Source: an optimization exercise on an open RTL-to-GDS flow (aim: small area). Production flows keep margins and buffers that such runs may drop.
Only simulation tests tie the RTL to the original design; equivalence was not proved.
No activity file was given, so power comes from the tool's default toggle rates.

// axi2uart_top
module axi2uart_top (
   s_axi_arready, s_axi_rdata, s_axi_rresp, s_axi_rvalid,
   s_axi_awready, s_axi_wready, s_axi_bresp, s_axi_bvalid,
   uart_irq, uart_tx,
   clk, rst_n, s_axi_araddr,
   s_axi_arvalid, s_axi_rready, s_axi_awaddr,
   s_axi_awvalid, s_axi_wdata, s_axi_wstrb, s_axi_wvalid,
   s_axi_bready, uart_rx
   );
Settings: LEC_CHECK=0, CAP_MARGIN=20, CORE_MARGIN=2, CORE_UTILIZATION=60, CTS_BUF_LIST=sky130_fd_sc_hd__clkbuf_8, CTS_CLUSTER_DIAMETER=60, CTS_CLUSTER_SIZE=20, SLEW_MARGIN=20; clock period 10.0 ns.
standard.sh (not shown) runs the stock make flow with config.mk's settings and CLKGATE_MAP_FILE= SYNTH_SCRIPT=/design/flow/synth_recipe.tcl, a recipe that flattens the netlist after the stock synthesis.
==> flow/flow/run.sh <==
#!/bin/bash
# Standard ORFS layout with three changes to how it is made:
#  - ABC maps the logic with an area-oriented script (flow/abc_area.script);
#    the registers come from the same Yosys steps as the standard synthesis;
#  - CTS inserts no dummy loads;
#  - port buffers start as buf_1 (the resizer may upsize them).
set -euo pipefail
here=$PWD
rm -rf "$here/scripts"
cp -r "$FLOW_HOME/scripts" "$here/scripts"
cp "$here/flow/abc_area.script" "$here/scripts/abc_speed.script"
bash standard.sh SCRIPTS_DIR="$here/scripts" synth > "$here/log_synth.log" 2>&1
bash standard.sh SCRIPTS_DIR="$here/scripts" \
  CTS_ARGS="-sink_clustering_enable -repair_clock_nets -sink_clustering_size 24 -sink_clustering_max_diameter 50 -buf_list sky130_fd_sc_hd__clkbuf_8 -dont_use_dummy_load" \
  BUFFER_PORTS_ARGS="-buffer_cell sky130_fd_sc_hd__buf_1" \
  finish > "$here/log_layout.log" 2>&1
==> flow/flow/abc_area.script <==
&get -n
&st
&syn2
&dch -f
&nf -a
&put
topo
Rerun with:
--- a/flow/flow/run.sh
+++ b/flow/flow/run.sh
@@ -2 +2 @@
-# Standard ORFS layout with three changes to how it is made:
+# Standard ORFS layout with these changes to how it is made:
@@ -5 +5,2 @@
-#  - CTS inserts no dummy loads;
+#  - CTS uses small clock buffers in small clusters and inserts no dummy loads;
+#  - one tie cell drives all constant outputs (no tie fanout repair);
@@ -6,0 +8,2 @@
+# Each tool's output goes to the logs under orfs/logs; make's own output to
+# log_synth.log and log_layout.log here.
@@ -14 +17,2 @@
-  CTS_ARGS="-sink_clustering_enable -repair_clock_nets -sink_clustering_size 24 -sink_clustering_max_diameter 50 -buf_list sky130_fd_sc_hd__clkbuf_8 -dont_use_dummy_load" \
+  CTS_ARGS="-sink_clustering_enable -repair_clock_nets -sink_clustering_size 12 -sink_clustering_max_diameter 35 -buf_list sky130_fd_sc_hd__clkbuf_4 -dont_use_dummy_load" \
+  SKIP_REPAIR_TIE_FANOUT=1 \
==> flow/flow/abc_area.script (replaced) <==
&get -n
&st
&syn3
&dch -f
&nf -a
&st
&syn3
&dch -f
&nf -a
&put
topo
--- a/flow/config.mk
+++ b/flow/config.mk
@@ -10,4 +10 @@
-export CORE_UTILIZATION = 60
-export CTS_BUF_LIST = sky130_fd_sc_hd__clkbuf_8
-export CTS_CLUSTER_DIAMETER = 60
-export CTS_CLUSTER_SIZE = 20
+export CORE_UTILIZATION = 70
Result: The new run ran to the end with no violations; routed wire length grows by about 1%; final area shrinks by 1.9%; via count grows by about 1.6%; maximum frequency grows by 7.2%; sequential cell count does not change; clock skew grows by 0.035 ns; power shrinks by about 2.6%; area after synthesis shrinks by about 0.7%; global-route usage grows by 4.2 points.


## v48
The RTL this note starts from:
==> flow/design.v <==
`default_nettype none
module axi2uart_top (
   s_axi_arready, s_axi_rdata, s_axi_rresp, s_axi_rvalid,
   s_axi_awready, s_axi_wready, s_axi_bresp, s_axi_bvalid,
   uart_irq, uart_tx,
   clk, rst_n, s_axi_araddr,
   s_axi_arvalid, s_axi_rready, s_axi_awaddr,
   s_axi_awvalid, s_axi_wdata, s_axi_wstrb, s_axi_wvalid,
   s_axi_bready, uart_rx
   );
  input  wire        clk;
  input  wire        rst_n;
  input  wire        uart_rx;
  output wire        uart_tx;
  output wire        uart_irq;
  input  wire [4:0]  s_axi_araddr;
  input  wire        s_axi_arvalid;
  output wire        s_axi_arready;
  output wire [31:0] s_axi_rdata;
  output wire [1:0]  s_axi_rresp;
  output wire        s_axi_rvalid;
  input  wire        s_axi_rready;
  input  wire [4:0]  s_axi_awaddr;
  input  wire        s_axi_awvalid;
  output wire        s_axi_awready;
  input  wire [31:0] s_axi_wdata;
  input  wire [3:0]  s_axi_wstrb;
  input  wire        s_axi_wvalid;
  output wire        s_axi_wready;
  output wire [1:0]  s_axi_bresp;
  output wire        s_axi_bvalid;
  input  wire        s_axi_bready;
  localparam [31:0] DIV_INIT = 32'd434;
  reg init;
  always @(posedge clk, negedge rst_n)
    if (!rst_n) init <= 1'b0;
    else        init <= 1'b1;
  localparam [1:0] WI = 2'd0, WA = 2'd1, WAP = 2'd2, WAD = 2'd3;
  reg  [1:0] wst;
  reg        dlab, stop2, pen, pmode;
  reg        irq_en;
  reg        txrst;        
  reg        avail;        
  reg [31:0] wd_q;         
  reg [31:0] div;          
  wire       wren  = s_axi_awvalid & s_axi_wvalid;
  wire [2:0] waddr = s_axi_awaddr[4:2];
  wire       wack  = (wst != WI);
  wire       widle = (wst == WI) & init;
  wire       tfull;
  always @(posedge clk, negedge rst_n) begin
    if (!rst_n) begin
      wst    <= WI;
      dlab   <= 1'b0;
      stop2  <= 1'b0;
      pen    <= 1'b0;
      pmode  <= 1'b0;
      irq_en <= 1'b1;
      txrst  <= 1'b1;
      avail  <= 1'b1;
    end else begin
      avail <= txrst;
      if (wack) begin
        wst   <= WI;
        txrst <= 1'b0;
      end else if (widle & wren) begin
        case (waddr)
          3'd0: wst <= dlab ? WA : (tfull ? WI : WAP);
          3'd1: begin
            wst <= WA;
            if (!dlab) irq_en <= s_axi_wdata[0];
          end
          3'd2: wst <= dlab ? WAD : WA;
          3'd3: begin
            wst   <= WA;
            dlab  <= s_axi_wdata[7];
            pmode <= s_axi_wdata[4];
            pen   <= s_axi_wdata[3];
            stop2 <= s_axi_wdata[2];
          end
          default: wst <= WA;
        endcase
      end
    end
  end
  always @(posedge clk) begin
    wd_q <= s_axi_wdata;
  end
  always @(posedge clk, negedge rst_n)
    if (!rst_n) div <= DIV_INIT;
    else if (wst == WAD) div <= wd_q;
  assign s_axi_awready = wren & wack;
  assign s_axi_wready  = wren & wack;
  assign s_axi_bvalid  = wren & wack;
  assign s_axi_bresp   = 2'b00;
  reg  [7:0] tmem [0:15];
  reg  [3:0] th, tt;
  reg        tne;
  wire       tpush = (wst == WAP) & ~txrst;
  wire       tpop;
  assign tfull = tne & (th == tt);
  always @(posedge clk)
    if (wst == WAP) tmem[tt] <= wd_q[7:0];
  always @(posedge clk, negedge rst_n) begin
    if (!rst_n) begin
      th  <= 4'd0;
      tt  <= 4'd0;
      tne <= 1'b0;
    end else begin
      if (tpush) tt <= tt + 4'd1;
      if (tpop)  th <= th + 4'd1;
      if (tpush) tne <= 1'b1;
      else if (tpop && (th + 4'd1 == tt)) tne <= 1'b0;
    end
  end
  localparam [2:0] XE = 3'd0, XI = 3'd1, XL = 3'd2, XD = 3'd4, XP = 3'd5, XS = 3'd6;
  reg  [2:0]  xst;
  reg  [31:0] tc;
  reg  [2:0]  tbc;
  reg  [7:0]  td;
  reg         txo;
  reg         pend, pcnt;
  wire        tidle = ~xst[2];
  wire [32:0] tge;
  assign tge[0] = 1'b1;
  genvar gi;
  generate
    for (gi = 0; gi < 32; gi = gi + 1) begin : g_tge
      assign tge[gi+1] = (tc[gi] & ~div[gi]) | ((tc[gi] | ~div[gi]) & tge[gi]);
    end
  endgenerate
  wire        tfire = tge[32];
  wire        tbit  = td[tbc];
  wire [32:0] tcy;
  wire [31:0] tinc;
  assign tcy[0] = 1'b1;
  genvar hi;
  generate
    for (hi = 0; hi < 32; hi = hi + 1) begin : g_tinc
      assign tinc[hi]  = tc[hi] ^ tcy[hi];
      assign tcy[hi+1] = tc[hi] & tcy[hi];
    end
  endgenerate
  reg  [7:0]  tout;
  integer ti;
  always @(*) begin
    tout = 8'd0;
    for (ti = 0; ti < 16; ti = ti + 1)
      tout = tout | ({8{th == ti}} & tmem[ti]);
  end
  assign tpop = (xst == XL);
  always @(posedge clk) begin
    tc   <= (tidle | tfire) ? 32'd0 : tinc;
    if (tidle)
      tbc <= 3'd0;
    else if (tfire & ((xst == XD) | (xst == XS)))
      tbc <= tbc + 3'd1;
    if (xst == XL) td <= tout;
    pend <= (xst == XD) & tfire & tbit;
    pcnt <= tidle ? 1'b0 : (pcnt ^ pend);
  end
  always @(posedge clk, negedge rst_n) begin
    if (!rst_n) begin
      xst <= XE;
      txo <= 1'b1;
    end else begin
      case (xst)
        XE: xst <= XI;
        XI: if (tne) xst <= XL;
        XL: begin
          xst <= XD;
          txo <= 1'b0;
        end
        XD: if (tfire) begin
          txo <= tbit;
          if (tbc == 3'd7) xst <= pen ? XP : XS;
        end
        XP: if (tfire) begin
          txo <= pmode ? pcnt : ~pcnt;
          xst <= XS;
        end
        XS: if (tfire) begin
          txo <= 1'b1;
          if (stop2 ? (tbc[1:0] == 2'd2) : (tbc[1:0] == 2'd1)) xst <= XE;
        end
        default: xst <= XE;
      endcase
    end
  end
  assign uart_tx = txo;
  localparam [2:0] QI = 3'd0, QV = 3'd1, QS = 3'd2, QD = 3'd3, QP = 3'd4, Q1 = 3'd5, Q2 = 3'd6;
  reg  [2:0]  sync;
  reg  [2:0]  qst;
  reg  [31:0] rc;
  reg  [2:0]  rbc;
  reg  [7:0]  rsh;
  wire        rxb   = sync[2];
  wire        ridle = (qst == QI) | (qst == QV);
  wire [32:0] rcy;
  wire [32:0] rc1;
  assign rcy[0] = 1'b1;
  generate
    for (hi = 0; hi < 32; hi = hi + 1) begin : g_rinc
      assign rc1[hi]   = rc[hi] ^ rcy[hi];
      assign rcy[hi+1] = rc[hi] & rcy[hi];
    end
  endgenerate
  assign rc1[32] = rcy[32];
  wire        divz  = (div == 32'd0);
  wire [32:0] rgb = {divz, div};
  wire [33:0] rge;
  assign rge[0] = 1'b1;
  generate
    for (gi = 0; gi < 33; gi = gi + 1) begin : g_rge
      assign rge[gi+1] = (rc1[gi] & ~rgb[gi]) | ((rc1[gi] | ~rgb[gi]) & rge[gi]);
    end
  endgenerate
  wire        rfire = rge[33];
  always @(posedge clk, negedge rst_n)
    if (!rst_n) sync <= 3'b111;
    else        sync <= {sync[1:0], uart_rx};
  always @(posedge clk) begin
    rc <= ridle ? {1'b0, div[31:1]} : (rfire ? 32'd0 : rc1[31:0]);
    if (ridle)
      rbc <= 3'd0;
    else if ((qst == QD) & rfire)
      rbc <= rbc + 3'd1;
    if ((qst == QD) & rfire) rsh <= {rxb, rsh[7:1]};
  end
  always @(posedge clk, negedge rst_n) begin
    if (!rst_n)
      qst <= QI;
    else begin
      case (qst)
        QI, QV: qst <= rxb ? QI : QS;
        QS: if (rfire) qst <= QD;
        QD: if (rfire && rbc == 3'd7) qst <= pen ? QP : Q1;
        QP: if (rfire) qst <= Q1;
        Q1: if (rfire) qst <= stop2 ? Q2 : QV;
        Q2: if (rfire) qst <= QV;
        default: qst <= QI;
      endcase
    end
  end
  reg  [7:0] rmem [0:15];
  reg  [3:0] rh, rt;
  reg        rne;
  wire       rfull = rne & (rh == rt);
  wire       rpush = (qst == QV);
  wire       rpull;
  reg  [7:0] rout;
  integer ri;
  always @(*) begin
    rout = 8'd0;
    for (ri = 0; ri < 16; ri = ri + 1)
      rout = rout | ({8{rne && rh == ri}} & rmem[ri]);
  end
  always @(posedge clk)
    if (rpush & (rpull | ~rfull)) rmem[rt] <= rsh;
  always @(posedge clk, negedge rst_n) begin
    if (!rst_n) begin
      rh  <= 4'd0;
      rt  <= 4'd0;
      rne <= 1'b0;
    end else begin
      if (rpush) rt <= rt + 4'd1;
      if ((rpull & rne) | (rpush & rfull)) rh <= rh + 4'd1;
      if (rpush) rne <= 1'b1;
      else if (rpull & rne & (rh + 4'd1 == rt)) rne <= 1'b0;
    end
  end
  assign uart_irq = rne & irq_en;
  localparam [2:0] R0 = 3'd0, R1 = 3'd1, RI = 3'd2, RAD = 3'd3, RHP = 3'd4, RHN = 3'd5, RAP = 3'd6, RAN = 3'd7;
  reg  [2:0] rdst;
  reg  [7:0] rd;
  wire [2:0] raddr = s_axi_araddr[4:2];
  wire       rhold = rdst[2];
  assign rpull = rdst[2] & ~rdst[0];
  always @(posedge clk, negedge rst_n) begin
    if (!rst_n) begin
      rdst <= R0;
      rd   <= 8'd0;
    end else begin
      case (rdst)
        R0: begin
          rd   <= 8'd0;
          rdst <= R1;
        end
        R1: rdst <= RI;
        RI: begin
          if (s_axi_arvalid) begin
            case (raddr)
              3'd0: begin
                if (!dlab) begin
                  rd   <= rout;
                  rdst <= RHP;
                end else
                  rdst <= RHN;
              end
              3'd5: begin
                rd   <= {1'b0, avail, avail, 4'd0, rne & irq_en};
                rdst <= RHN;
              end
              default: rdst <= RAD;
            endcase
          end else
            rdst <= R0;
        end
        RHP: if (s_axi_rready) rdst <= RAP;
        RHN: if (s_axi_rready) rdst <= RAN;
        default: rdst <= RI;
      endcase
    end
  end
  assign s_axi_rdata   = {24'd0, rd};
  assign s_axi_rresp   = 2'b00;
  assign s_axi_rvalid  = rhold;
  assign s_axi_arready = s_axi_arvalid & rhold;
endmodule
`default_nettype wire
clock: 10.0 ns
lec_check: 0
cap_margin: 20
core_margin: 2
core_utilization: 80
slew_margin: 20
==> flow/flow/run.sh <==
#!/bin/bash
# Standard ORFS layout with these changes to how it is made:
#  - ABC maps the logic with an area-oriented script (flow/abc_area.script);
#    the registers come from the same Yosys steps as the standard synthesis;
#  - CTS uses small clock buffers in small clusters and inserts no dummy loads;
#  - one tie cell drives all constant outputs (no tie fanout repair);
#  - port buffers start as buf_1 (the resizer may upsize them).
# Each tool's output goes to the logs under orfs/logs; make's own output to
# log_synth.log and log_layout.log here.
set -euo pipefail
here=$PWD
rm -rf "$here/scripts"
cp -r "$FLOW_HOME/scripts" "$here/scripts"
cp "$here/flow/abc_area.script" "$here/scripts/abc_speed.script"
bash standard.sh SCRIPTS_DIR="$here/scripts" synth > "$here/log_synth.log" 2>&1
bash standard.sh SCRIPTS_DIR="$here/scripts" \
  CTS_ARGS="-sink_clustering_enable -repair_clock_nets -sink_clustering_size 10 -sink_clustering_max_diameter 40 -buf_list sky130_fd_sc_hd__clkbuf_4 -dont_use_dummy_load" \
  SKIP_REPAIR_TIE_FANOUT=1 \
  BUFFER_PORTS_ARGS="-buffer_cell sky130_fd_sc_hd__buf_1" \
  finish > "$here/log_layout.log" 2>&1
==> flow/flow/abc_area.script <==
&get -n
&st
&syn3
&dch -f
&nf -a
&st
&syn3
&dch -f
&nf -a
&put
topo
### v48 -> v55
- swapping 80 for 60 in CORE_UTILIZATION
- putting CTS_CLUSTER_SIZE at 20 where nothing was set
- putting CTS_BUF_LIST at sky130_fd_sc_hd__clkbuf_8 where nothing was set
- putting CTS_CLUSTER_DIAMETER at 60 where nothing was set
==> flow/flow/run.sh <==
#!/bin/bash
# Standard ORFS layout with three changes to how it is made:
#  - ABC maps the logic with an area-oriented script (flow/abc_area.script);
#    the registers come from the same Yosys steps as the standard synthesis;
#  - CTS inserts no dummy loads;
#  - port buffers start as buf_1 (the resizer may upsize them).
set -euo pipefail
here=$PWD
rm -rf "$here/scripts"
cp -r "$FLOW_HOME/scripts" "$here/scripts"
cp "$here/flow/abc_area.script" "$here/scripts/abc_speed.script"
bash standard.sh SCRIPTS_DIR="$here/scripts" synth > "$here/log_synth.log" 2>&1
bash standard.sh SCRIPTS_DIR="$here/scripts" \
  CTS_ARGS="-sink_clustering_enable -repair_clock_nets -sink_clustering_size 20 -sink_clustering_max_diameter 60 -buf_list sky130_fd_sc_hd__clkbuf_8 -dont_use_dummy_load" \
  BUFFER_PORTS_ARGS="-buffer_cell sky130_fd_sc_hd__buf_1" \
  finish > "$here/log_layout.log" 2>&1
==> flow/flow/abc_area.script <==
&get -n
&st
&syn2
&dch -f
&nf -a
&put
topo
Findings:
The higher count of buffers not belonging to the clock network in the layout of v48 and v55 is in v48.
Number of vias per cell after detailed routing (v55 vs. v48) decreases by more than 10%
Final cell area: v55 above v48
v55 ends up with a met3 demand-to-capacity share in global routing that is 1.9 points lower than in v48.
The via count reported for v55 is lower than the one for v48.
Diff v48 and v55: slew at the pin closest to its max-slew limit higher in v48
The run with more routed wire is v48, not v55.
The higher time the final worst path needs with I/O delays and setup of v48 and v55 is in v55.
Against v48, v55 comes in 1.6 points higher on clock power share.
Setup changes, v55 to v29
- a deleted CTS_CLUSTER_SIZE that had been 20
- a deleted CTS_CLUSTER_DIAMETER that had been 60
- a change of CORE_UTILIZATION from 60 to 70
- a deleted CTS_BUF_LIST that had been sky130_fd_sc_hd__clkbuf_8
==> flow/flow/run.sh <==
#!/bin/bash
# Standard ORFS layout with these changes to how it is made:
#  - ABC maps the logic with an area-oriented script (flow/abc_area.script);
#    the registers come from the same Yosys steps as the standard synthesis;
#  - CTS uses small clock buffers in small clusters and inserts no dummy loads;
#  - one tie cell drives all constant outputs (no tie fanout repair);
#  - port buffers start as buf_1 (the resizer may upsize them).
# Each tool's output goes to the logs under orfs/logs; make's own output to
# log_synth.log and log_layout.log here.
set -euo pipefail
here=$PWD
rm -rf "$here/scripts"
cp -r "$FLOW_HOME/scripts" "$here/scripts"
cp "$here/flow/abc_area.script" "$here/scripts/abc_speed.script"
bash standard.sh SCRIPTS_DIR="$here/scripts" synth > "$here/log_synth.log" 2>&1
bash standard.sh SCRIPTS_DIR="$here/scripts" \
  CTS_ARGS="-sink_clustering_enable -repair_clock_nets -sink_clustering_size 6 -sink_clustering_max_diameter 30 -buf_list sky130_fd_sc_hd__clkbuf_2 -dont_use_dummy_load" \
  SKIP_REPAIR_TIE_FANOUT=1 \
  BUFFER_PORTS_ARGS="-buffer_cell sky130_fd_sc_hd__buf_1" \
  finish > "$here/log_layout.log" 2>&1
==> flow/flow/abc_area.script <==
&get -n
&st
&syn3
&dch -f
&nf -a
&st
&syn3
&dch -f
&nf -a
&put
topo
Notes after the runs:
- Relative to v55, the DRC violation total after the first TritonRoute iteration measured on v29 has increased by more than 10%.
- Of v55 and v29, the higher average detailed-routed wire length per instance belongs to v29.
- v55 → v29: share of total power in the clock network shows a reduction of 0.5 points; non-clock buffer count shows an increase of about 1.5%; worst setup slack before clock tree synthesis shows an increase of 0.64 ns; setup slack shows an increase of 0.54 ns; cell count after placement shows a reduction of about 8%.
The inputs of v42 differ from those of v29 as listed below.
- CTS_CLUSTER_DIAMETER: unset -> 60
- CTS_BUF_LIST: unset -> sky130_fd_sc_hd__clkbuf_8
- CTS_CLUSTER_SIZE: unset -> 20
- CORE_UTILIZATION: 70 -> 60
==> flow/flow/run.sh <==
#!/bin/bash
# Standard ORFS layout with three changes to how it is made:
#  - ABC maps the logic with an area-oriented script (flow/abc_area.script);
#    the registers come from the same Yosys steps as the standard synthesis;
#  - CTS inserts no dummy loads;
#  - port buffers start as buf_1 (the resizer may upsize them).
set -euo pipefail
here=$PWD
rm -rf "$here/scripts"
cp -r "$FLOW_HOME/scripts" "$here/scripts"
cp "$here/flow/abc_area.script" "$here/scripts/abc_speed.script"
bash standard.sh SCRIPTS_DIR="$here/scripts" synth > "$here/log_synth.log" 2>&1
bash standard.sh SCRIPTS_DIR="$here/scripts" \
  CTS_ARGS="-sink_clustering_enable -repair_clock_nets -sink_clustering_size 10 -sink_clustering_max_diameter 40 -buf_list sky130_fd_sc_hd__clkbuf_4 -dont_use_dummy_load" \
  BUFFER_PORTS_ARGS="-buffer_cell sky130_fd_sc_hd__buf_1" \
  finish > "$here/log_layout.log" 2>&1
==> flow/flow/abc_area.script <==
&get -n
&st
&syn2
&dch -f
&nf -a
&put
topo
## What came out
- When v42 is measured against v29, its synthesized area per cell turns out 0.44 um2 lower.
- Compared with v29, in v42 number of enable flip-flop cells after synthesis stayed essentially flat, setup-violating endpoint count in the final report roughly the same, routed metal-1 wire length shows an increase of about 6%.
- v29 reports its worst-path cell with the longest stage delay as nor4_1 while v42 reports and2_0.
- Sort v42 and v29 by worst-skew pair later-pin latency, ascending, and v42 comes first.
- What v29 reported for horizontal extent of the die has to be multiplied by 1.08 to get the figure for v42.
- Comparing v42 and v29, the lower share of the synthesized area in compound gates (AO/OA/AOI/OAI) is on v42.
- Compared with v29, largest net degree at the start of global routing in v42 decreased by more than 10%.

static timing again, ports no longer ideal:
The flow's constraints put no driver on any port. The routed layouts listed below were extracted and timed again, unchanged, in two steps. Step 1 assumes that a clkbuf_16 drives the clock port and a buf_2 every other input. Step 2 moves the port delays by t, midway between the first and last clock arrival at a register: inputs arrive t later, outputs are due t later. That takes back most of the time a late clock gives input paths. a / b / c = ideal / step 1 / step 2; a / b = the first two.
| run | t, ns | setup slack, ns | clock arrival spread, ns |
|---|---|---|---|
| the first run of note 1 | 0.587 | 1.896 / 1.896 / 1.896 | 0.045 / 0.045 |
| the second run of note 1 | 0.754 | 2.438 / 2.438 / 2.438 | 0.080 / 0.080 |
| v48 | 0.752 | 2.427 / 2.427 / 2.427 | 0.072 / 0.072 |
| v55 | 0.598 | 1.855 / 1.855 / 1.855 | 0.065 / 0.066 |
| v29 | 0.897 | 2.396 / 2.396 / 2.396 | 0.185 / 0.185 |
| v42 | 0.732 | 1.897 / 1.897 / 1.897 | 0.056 / 0.056 |
After both steps setup and hold are still met in every run listed.
